This design comes from an exercise in tuning for small area and a short achievable clock period on the open sky130 flow, not from production work. In this exercise RTL edits were held to simulation tests only and were not proved equivalent to the original.

## flow/design.v (module list and top-level ports; edited modules follow where they fit)
// module DOUBLY_PIPELINE: 1185 lines
// module scale607: 210 lines
// module fa: 6 lines
// module ha: 6 lines
// module mj: 5 lines
// module add16: 5 lines
// module sub16: 5 lines
module DOUBLY_PIPELINE(clk,xi,yi,r,ang,xf,yf);
  // ...
==> flow/flow/run.sh <==
#!/bin/bash
# Standard layout, but buffer the ports with buf_4 instead of the default delay-cell buffer.
export BUFFER_PORTS_ARGS="-buffer_cell sky130_fd_sc_hd__buf_4"
bash standard.sh > standard.log 2>&1
==> flow/standard.sh <==
#!/bin/bash
# synth_recipe.tcl (not shown) runs the flow's synth.tcl, then flattens the netlist and writes it again
# the make line also repeats each setting of config.mk as NAME=value (left out here)
make -C /OpenROAD-flow-scripts/flow DESIGN_CONFIG=/design/flow/config.mk WORK_HOME=/design/flow/orfs CLKGATE_MAP_FILE= SYNTH_SCRIPT=/design/flow/synth_recipe.tcl "${@:-finish}"
==> flow/config.mk <==
export PLATFORM = sky130hd
export DESIGN_NAME = DOUBLY_PIPELINE
export DESIGN_NICKNAME = DOUBLY_PIPELINE
export VERILOG_FILES = /design/flow/design.v
export SDC_FILE = /design/flow/constraint.sdc
export NUM_CORES = 4
export LEC_CHECK = 0
export CAP_MARGIN = 20
export CORE_MARGIN = 2
export CORE_UTILIZATION = 60
export CTS_BUF_LIST = sky130_fd_sc_hd__clkbuf_4
export CTS_CLUSTER_SIZE = 20
export SLEW_MARGIN = 20
export SYNTH_HIERARCHICAL = 1
export SYNTH_MINIMUM_KEEP_SIZE = 0
==> flow/constraint.sdc <==
create_clock -name core_clock -period 25.0 [get_ports {clk}]
set_input_delay 5.0000 -clock core_clock [delete_from_list [all_inputs] [get_ports {clk}]]
set_output_delay 5.0000 -clock core_clock [all_outputs]
set_load 0.01 [all_outputs]
==> impl_metrics.yaml, run 1 <==
cells_and_area:
  seqCellArea_um2: 11200
  nClkBuffers: 193
  final_common_cell: "fa_1"
  fill_cells: 4608
  area_growth_syn_to_layout_pct: 8.51
  diodes: 1
  post-route-cell-area_um2: 40100
  num-multi-input-gates: 1879
global_routing:
  grt_pass1_wl_mm: 109
route:
  drc: 0
  top_layer: "met4"
  dr_wl_met3_mm: 2.32
synthesis:
  yosysWarnings: 7
  postSynthCellCount: 2794
  synth.avg_cell_area_um2: 13.2
  synth.distinct_cells: 63
worst_setup_path:
  endpoint: "xf[12]"
  timing.rr.end: "xf[9]$_DFF_P_"
  start_kind: "flop"
  crit_slowest_cell: "dfxtp_1"
  cpPeakStageDelay_ns: 0.40
  rr_startpoint: "x8[15]$_DFF_P_"
  path_max_fanout: 1
  cp_top_family: "flip-flops"
timing:
  maxSlewViolCount: 0
  worstMarginPinSlew_ns: 0.958
die:
  row_count: 90
  dieHeight_um: 252
placed_design:
  pre_cts_ws_ns: 18.00
outcome:
  status: "finished clean"
clocking:
  ctsHoldBuffers: 0
  htree_num_levels: 4
==> run 2: changes to the inputs <==
--- a/flow/config.mk
+++ b/flow/config.mk
@@ -8,8 +8,6 @@
 export CAP_MARGIN = 20
 export CORE_MARGIN = 2
 export CORE_UTILIZATION = 60
-export CTS_BUF_LIST = sky130_fd_sc_hd__clkbuf_4
-export CTS_CLUSTER_SIZE = 20
 export SLEW_MARGIN = 20
 export SYNTH_HIERARCHICAL = 1
 export SYNTH_MINIMUM_KEEP_SIZE = 0
==> impl_metrics.yaml, run 2 <==
min_path:
  min_path_type: "reg -> reg"
global_routing:
  globalRouteOverflowTotal: 0
  antenna_found_initial: 2
  grt_pass1_wl_mm: 108
  grt_pass1_vias: 21500
  grt_max_degree: 20
  grt_usage_pct: 21.4
outcome:
  status: "finished clean"
route:
  vias: 18800
  top_layer: "met4"
  routedWlPerCell_um: 17.3
  dr.pass1.iters: 5
  wl_met2_mm: 33.9
  ant_nets: 0
  drt_first_iter_violations: 629
  viasPerCell: 5.04
  met1_length_mm: 26.5
  drc: 0
  dr_wl_met3_mm: 2.05
  routed_wl_mm: 64.3
worst_setup_path:
  rr_startpoint: "x8[15]$_DFF_P_"
  endpoint_kind: "flop"
  cp.arrival_ns: 6.88
  worstSetupPathType: "in -> reg"
  crit_start: "xi[0]"
  path_max_fanout: 3
  endpoint: "a1[12]$_DFF_P_"
  timing.reg2reg.setup_slack_ns: 18.66
  critical_path_required_ns: 25.51
  timing.rr.end: "xf[9]$_DFF_P_"
  reg2regPathDepth: 16
  start_kind: "primary input"
clocking:
  htree_num_levels: 2
  cts_sinks: 559
  clockBufferDepth: 3
  tritoncts: "done"
  path_clk_slew_ns: 0.06
  cts_resized: 0
  worstSkewPairLatency_ns: 0.63
  cts_setup_buffers: 0
  cts-root-buf: "clkbuf_16"
  numCtsBuffers: 59
  ctsHoldBuffers: 0
timing:
  fmax_mhz: 157
  relSlewSlack_pct: 34.8
  worstMarginPinSlew_ns: 0.975
  layout_setup_ws_ns: 18.63
  finalHoldViolCount: 0
  fin_crit_sh_pct: 25.5
  fin_crit_ns: 6.37
  setup_violations: 0
  rsz0062_at_grt: "false"
  maxSlewViolCount: 0
  fin_setup_tns_ns: 0
  skew_ns: 0.0225
  whs_ns: 0.316
synthesis:
  synth.distinct_cells: 63
  synthTopCellsByArea: "fa_1, dfxtp_1, xor2_1"
  synth.most_common_cell: "fa_1"
  synth_top_area_share_pct: 39.2
  synth.avg_cell_area_um2: 13.2
  postSynthCellCount: 2794
  async_flop_share_pct: 0
  synth_top_flop_cell: "dfxtp_1"
  yosys_register_bits: 559
  synth_area_um2: 37000
  synth_common_cells: "fa_1, dfxtp_1, xor2_1, inv_1, ha_1"
  yosysWarnings: 7
  synth_edf_count: 0
  synth_top_area_cell: "fa_1"
  synth-seq-area-share_pct: 30.3
die:
  start_util_pct: 61.0
  pin_count: 97
  row_count: 90
  dieArea_um2: 63600
  fp.coreArea_um2: 60600
  dieHeight_um: 252
  fp.dieW_um: 252
cells_and_area:
  diodes: 0
  final_cell_mix: "fa_1, dfxtp_1, xor2_1, inv_1, ha_1"
  fin_util_pct: 66.4
  final_layout_size_suffix_gt1_share_pct: 8.63
  multi_input_area_um2: 24200
  final_cells: 3725
  seqCellArea_um2: 11200
  area_growth_syn_to_layout_pct: 8.88
  post-route-cell-area_um2: 40200
  fill_cells: 4553
  final_net_count: 3879
  final_common_cell: "fa_1"
placed_design:
  dp_hpwl_mm: 54.4
  placed_area_um2: 38200
  gp_congestion: 0.926
  pre_cts_ws_ns: 18.00
  numPortBuffers: 95
  dp_cells: 3617
run:
  cap_viol_max_count: 0
[run 2: area by class of cell]
type                    instances  area share (%)
clock inverters                24           0.703
multi-input cells            1879            60.1
flip-flops and latches        559            27.8
well taps                     782            2.43
inverters                     295            2.75
repair buffers                102            1.90
clock buffers                  84            4.28
[run 2: worst max-delay path, cell delays in order]
cell	delay, ns
buf_4	0.12
ha_1	0.24
fa_1	0.41
a21o_1	0.23
a31oi_1	0.39
o21ba_2	0.26
o21ai_1	0.09
xor2_1	0.14
[run 2: Yosys stat by module (local to each module, per instance)]
module | copies in the design | cell area, um2 | cells
DOUBLY_PIPELINE | 1 | 17800 | 1358
mj | 19 | 11.3 | 1
fa | 678 | 20.0 | 1
scale607 | 3 | 896 | 144
add16 | 1 | 810 | 104
sub16 | 1 | 793 | 115
ha | 88 | 12.5 | 1
[run 2: cells by family (layout without fill, tap and decap cells)]
family                   Yosys count  after routing  synth area share (%)
AO/OA/AOI/OAI                    135            135                  2.49
XOR/XNOR                         479            479                  11.4
adder cells (fa/ha/maj)          969            969                  47.4
buffers and inverters            391            505                  4.61
flip-flops                       559            559                  30.3
multiplexers                       4              4                 0.112
other                              1             36                0.0101
AND/OR/NAND/NOR                  256            256                  3.70
[run 2: per-layer routing]
layer	vias up	track usage, %
met2	302	39.4
met3	108	2.81
met4	0	6.61
met5	-	0
li1	8883	-
met1	9463	26.3
[run 2: how the worst min path moves through the flow]
stage / from / to / slack (ns) / cells after the start
after floorplan: d4[1]$_DFF_P_ / d5[1]$_DFF_P_ / 0.31 / 0
after global placement: d5[1]$_DFF_P_ / d6[1]$_DFF_P_ / 0.31 / 0
after detailed placement: d6[2]$_DFF_P_ / d7[2]$_DFF_P_ / 0.31 / 0
after CTS: d7[2]$_DFF_P_ / d8[2]$_DFF_P_ / 0.32 / 0
after global routing: d7[2]$_DFF_P_ / d8[2]$_DFF_P_ / 0.33 / 0
final: d7[2]$_DFF_P_ / d8[2]$_DFF_P_ / 0.32 / 0
==> run 3: changes to the inputs <==
--- a/flow/config.mk
+++ b/flow/config.mk
@@ -7,7 +7,7 @@
 export LEC_CHECK = 0
 export CAP_MARGIN = 20
 export CORE_MARGIN = 2
-export CORE_UTILIZATION = 60
+export CORE_UTILIZATION = 40
 export SLEW_MARGIN = 20
 export SYNTH_HIERARCHICAL = 1
 export SYNTH_MINIMUM_KEEP_SIZE = 0
==> impl_metrics.yaml, run 3 <==
worst_setup_path:
  cp.arrival_ns: 6.83
  cp_top_family: "compound AO/OA/AOI/OAI gates"
  endpoint_kind: "flop"
  path_buf_inv: 2
  crit_slowest_cell: "fa_1"
  critical_path_required_ns: 25.55
  start_kind: "primary input"
  path_max_fanout: 4
  cpPeakStageDelay_ns: 0.40
  crit_path_cell_trace: "buf_4 -> inv_1 -> ha_1 -> fa_1 -> and2b_1 -> o211ai_1 -> a31oi_1 -> o22ai_1 -> xnor2_1"
  worstSetupPathType: "in -> reg"
global_routing:
  grt_pass1_wl_mm: 106
  grt_max_degree: 20
  grt_usage_pct: 13.7
  antenna_found_initial: 0
  grt_pass1_vias: 20700
  globalRouteOverflowTotal: 0
clocking:
  numCtsBuffers: 61
  cts-root-buf: "clkbuf_16"
  tritoncts: "done"
  cts_setup_buffers: 0
  htree_num_levels: 2
  cts_sinks: 559
  ctsHoldBuffers: 0
  cts_resized: 0
  path_clk_slew_ns: 0.06
  worstSkewPairLatency_ns: 0.65
  clockBufferDepth: 3
synthesis:
  synth.distinct_cells: 63
  synth.avg_cell_area_um2: 13.2
  postSynthCellCount: 2794
  synth_edf_count: 0
  synthTopCellsByArea: "fa_1, dfxtp_1, xor2_1"
  yosys_register_bits: 559
  synth_common_cells: "fa_1, dfxtp_1, xor2_1, inv_1, ha_1"
  async_flop_share_pct: 0
  synth-seq-area-share_pct: 30.3
  synth_top_flop_cell: "dfxtp_1"
  synth.most_common_cell: "fa_1"
  synth_area_um2: 37000
  yosysWarnings: 7
  synth_top_area_share_pct: 39.2
  synth_top_area_cell: "fa_1"
die:
  row_count: 111
  pin_count: 97
  fp.coreArea_um2: 91700
  dieHeight_um: 308
  start_util_pct: 40.3
  dieArea_um2: 94800
  fp.dieW_um: 308
route:
  drt_first_iter_violations: 612
  drc: 0
  vias: 18400
  routed_wl_mm: 61.7
  dr.pass1.iters: 5
  routedWlPerCell_um: 14.9
  ant_nets: 0
  viasPerCell: 4.45
timing:
  relSlewSlack_pct: 41.2
  fin_setup_tns_ns: 0
  fin_crit_ns: 6.28
  worstMarginPinSlew_ns: 0.879
  setup_violations: 0
  skew_ns: 0.0676
  layout_setup_ws_ns: 18.72
  whs_ns: 0.326
  fin_crit_sh_pct: 25.1
  rsz0062_at_grt: "false"
  maxSlewViolCount: 0
  fmax_mhz: 159
  finalHoldViolCount: 0
cells_and_area:
  final_common_cell: "fa_1"
  fin_util_pct: 44.8
  post-route-cell-area_um2: 41100
  final_cells: 4139
  final_cell_mix: "fa_1, dfxtp_1, xor2_1, inv_1, ha_1"
  final_layout_size_suffix_gt1_share_pct: 9.18
  area_growth_syn_to_layout_pct: 11.2
  final_net_count: 3883
  diodes: 0
placed_design:
  numPortBuffers: 95
  pre_cts_ws_ns: 18.08
  gp_congestion: 0.864
  placed_area_um2: 38800
  dp_hpwl_mm: 52.2
  dp_cells: 4023
run:
  cap_viol_max_count: 0
min_path:
  min_path_type: "reg -> reg"
outcome:
  status: "finished clean"
run 3: changes by cell type in the layout (fill, tap and decap cells not counted), moves of 3 or more:
cell        before  now
bufinv_16        3   12
clkinvlp_4       3   10
clkbuf_1        10    3
clkbuf_8        15   12
clkinv_2        10    5
clkinv_4         3    6
run 3: cell families (layout without fill, tap and decap cells):
kind of cell,count (synthesis),in the layout,synth area share [%]
flip-flops,559,559,30.3
AO/OA/AOI/OAI,135,135,2.49
XOR/XNOR,479,479,11.4
other,1,36,0.0101
adder cells (fa/ha/maj),969,969,47.4
multiplexers,4,4,0.112
AND/OR/NAND/NOR,256,256,3.70
buffers and inverters,391,515,4.61
run 3: layout make-up:
type	instances	area, um2
clock buffers	76	1700
clock inverters	40	641
fillers	8396	50600
inverters	295	1110
multi-input cells	1879	24200
flip-flops and latches	559	11200
well taps	1186	1480
repair buffers	104	781
run 3: path summary, 6_finish.rpt:
kind / start / end / slack, ns / depth (start not counted)
max: yi[0] / b1[8]$_DFF_P_ / 18.72 / 9
min: d7[2]$_DFF_P_ / d8[2]$_DFF_P_ / 0.33 / 0
max reg2reg: a8[15]$_DFF_P_ / r[13]$_DFF_P_ / 18.78 / 16
min reg2reg: d7[2]$_DFF_P_ / d8[2]$_DFF_P_ / 0.33 / 0
run 3: modules after synthesis, one instance, submodules excluded:
module	flops+latches	area [um2]	cells inside
fa	0	20.0	1
sub16	0	793	115
DOUBLY_PIPELINE	559	17800	1358
ha	0	12.5	1
add16	0	810	104
scale607	0	896	144
mj	0	11.3	1
run 3: layer usage:
metal,track usage [%],routed length (um),up-vias
met5,0,0,-
met4,4.25,1810,0
met3,1.77,1900,88
met2,24.1,30800,263
met1,17.7,27200,9180
li1,-,-,8875
==> run 4: changes to the inputs <==
--- a/flow/config.mk
+++ b/flow/config.mk
@@ -7,7 +7,10 @@
 export LEC_CHECK = 0
 export CAP_MARGIN = 20
 export CORE_MARGIN = 2
-export CORE_UTILIZATION = 40
+export CORE_UTILIZATION = 55
+export CTS_BUF_LIST = sky130_fd_sc_hd__clkbuf_16 sky130_fd_sc_hd__clkbuf_8
+export CTS_CLUSTER_DIAMETER = 80
+export CTS_CLUSTER_SIZE = 16
 export SLEW_MARGIN = 20
 export SYNTH_HIERARCHICAL = 1
 export SYNTH_MINIMUM_KEEP_SIZE = 0
==> impl_metrics.yaml, run 4 <==
timing:
  setup_violations: 0
  rsz0062_at_grt: "false"
  fin_crit_ns: 6.45
  skew_ns: 0.0173
  fmax_mhz: 155
  fin_crit_sh_pct: 25.8
  worstMarginPinSlew_ns: 0.954
  maxSlewViolCount: 0
  whs_ns: 0.327
  fin_setup_tns_ns: 0
  finalHoldViolCount: 0
  relSlewSlack_pct: 36.2
clocking:
  worstSkewPairLatency_ns: 0.60
  cts_resized: 0
  cts_sinks: 559
  numCtsBuffers: 45
  path_clk_slew_ns: 0.07
  htree_num_levels: 2
  clockBufferDepth: 3
  tritoncts: "done"
  cts-root-buf: "clkbuf_16"
  ctsHoldBuffers: 0
  cts_setup_buffers: 0
die:
  dieHeight_um: 263
  fp.coreArea_um2: 66800
  pin_count: 97
  row_count: 95
  start_util_pct: 55.3
  fp.dieW_um: 263
  dieArea_um2: 69300
worst_setup_path:
  path_buf_inv: 1
  crit_slowest_cell: "fa_1"
  crit_path_cell_trace: "buf_4 -> ha_1 -> fa_1 -> a21o_1 -> a31oi_1 -> o21ba_2 -> o21ai_1 -> xor2_1"
  path_max_fanout: 3
  critical_path_required_ns: 25.47
  cpPeakStageDelay_ns: 0.43
  cp_top_family: "compound AO/OA/AOI/OAI gates"
  worstSetupPathType: "in -> reg"
  cp.arrival_ns: 6.92
  endpoint_kind: "flop"
  start_kind: "primary input"
synthesis:
  synth_xor_xnor_area_share_pct: 11.4
  synth_top_area_cell: "fa_1"
  postSynthCellCount: 2794
  synth_common_cells: "fa_1, dfxtp_1, xor2_1, inv_1, ha_1"
  yosysWarnings: 7
  synth_top_family_by_area: "adder cells"
  synth_top_flop_cell: "dfxtp_1"
  synth_edf_count: 0
  synth-seq-area-share_pct: 30.3
  yosys.area_share.adder_pct: 47.4
  yosys_register_bits: 559
  synth_top_area_share_pct: 39.2
  synthMuxAreaShare_pct: 0.112
  synth.most_common_cell: "fa_1"
  synth_area_um2: 37000
  yosys.area_share.simple_pct: 3.70
  synth_compound_area_share_pct: 2.49
  async_flop_share_pct: 0
  synth.distinct_cells: 63
  synthTopCellsByArea: "fa_1, dfxtp_1, xor2_1"
  synth.avg_cell_area_um2: 13.2
route:
  routed_wl_mm: 64.3
  dr.pass1.iters: 5
  ant_nets: 0
  drt_first_iter_violations: 579
  viasPerCell: 4.96
  vias: 18700
  drc: 0
  routedWlPerCell_um: 17.1
cells_and_area:
  final_net_count: 3867
  fill_cells: 5401
  diodes: 0
  final_cell_mix: "fa_1, dfxtp_1, xor2_1, inv_1, ha_1"
  area_growth_syn_to_layout_pct: 7.37
  final_common_cell: "fa_1"
  final_layout_size_suffix_gt1_share_pct: 7.49
global_routing:
  grt_pass1_wl_mm: 108
  grt_max_degree: 20
  grt_usage_pct: 19.6
  grt_pass1_vias: 21400
  antenna_found_initial: 0
  globalRouteOverflowTotal: 0
placed_design:
  gp_congestion: 0.921
  dp_hpwl_mm: 55.0
  numPortBuffers: 95
run:
  cap_viol_max_count: 0
min_path:
  min_path_type: "reg -> reg"
outcome:
  status: "finished clean"
==> run 4: cells by family after synthesis <==
kind of cell	count (synthesis)
flip-flops	559
multiplexers	4
adder cells (fa/ha/maj)	969
AND/OR/NAND/NOR	256
AO/OA/AOI/OAI	135
other	1
XOR/XNOR	479
buffers and inverters	391
==> run 4: final timing paths <==
kind	depth (start not counted)	from	slack, ns	to
max	8	xi[0]	18.55	a1[10]$_DFF_P_
min	0	d7[1]$_DFF_P_	0.33	d8[1]$_DFF_P_
max reg2reg	16	y8[15]$_DFF_P_	18.74	yf[13]$_DFF_P_
min reg2reg	0	d7[1]$_DFF_P_	0.33	d8[1]$_DFF_P_
==> run 4: cell type report <==
class / count / area [um2] / share of cell area (%)
multi-input combinational: 1879 / 24200 / 61.0
sequential: 559 / 11200 / 28.2
clock buffer: 45 / 1130 / 2.84
inverter: 295 / 1110 / 2.79
tap: 873 / 1090 / 2.75
timing repair buffer: 104 / 781 / 1.97
clock inverter: 15 / 189 / 0.476
==> run 4: per-layer routing <==
metal	GRT usage, %	wire, um	vias to the layer above
li1	-	-	8828
met1	23.3	26000	9496
met2	37.0	34700	261
met3	2.50	1870	99
met4	5.75	1680	0
met5	0	0	-
==> run 4: through the flow <==
step,util (%),worst slack (ns),area [um2],std cells
global placement,57.4,17.99,38400,3710
global route,59.4,18.32,39700,3770
floorplan,-,18.39,37100,2829
detailed placement,57.4,17.94,38400,3710
finish,59.4,18.55,39700,3770
CTS,59.4,18.59,39700,3770
==> run 4: modules after synthesis (local to each module, per instance) <==
module / cell area, um2 / times used
sub16: 793 / 1
mj: 11.3 / 19
DOUBLY_PIPELINE: 17800 / 1
ha: 12.5 / 88
fa: 20.0 / 678
add16: 810 / 1
scale607: 896 / 3
==> run 4: worst reg2reg max path, cell delays in order (launching register included) <==
cell and delay, ns:
dfxtp_1 0.60, inv_1 0.36, fa_1 0.53, fa_1 0.56, fa_1 0.44, fa_1 0.47, ha_1 0.20, fa_1 0.38
fa_1 0.42, fa_1 0.41, fa_1 0.49, nand4_1 0.13, nor3_2 0.37, o21bai_2 0.22, o31ai_1 0.27, ha_1 0.20
xor2_1 0.14

==> what the ideal ports hide <==
How much do the figures lean on ideal ports? The routed layouts below were timed once more, with nothing changed but the port constraints.
Step 1 assumes that a clkbuf_16 drives the clock port and a buf_2 every other input.
Step 2 moves the port delays by t, midway between the first and last clock arrival at a register: inputs arrive t later, outputs are due t later. That takes back most of the time a late clock gives input paths.
Three values: ideal, step 1, step 2; two values: the first two.
| run | shift t [ns] | setup WS [ns] | hold WS [ns] | latest minus earliest clock arrival (ns) | slew at the worst register clock pin (ns) |
|---|---|---|---|---|---|
| run 1 | 0.978 | 18.514 / 18.459 / 17.960 | 0.305 / 0.305 / 0.305 | 0.050 / 0.050 | 0.07 / 0.07 |
| run 2 | 0.680 | 18.631 / 18.660 / 17.988 | 0.316 / 0.316 / 0.316 | 0.030 / 0.030 | 0.06 / 0.06 |
| run 3 | 0.675 | 18.720 / 18.752 / 18.077 | 0.326 / 0.326 / 0.326 | 0.075 / 0.075 | 0.07 / 0.07 |
| run 4 | 0.652 | 18.548 / 18.591 / 17.939 | 0.327 / 0.327 / 0.327 | 0.026 / 0.026 | 0.07 / 0.07 |
After both steps every run listed still meets setup and hold.
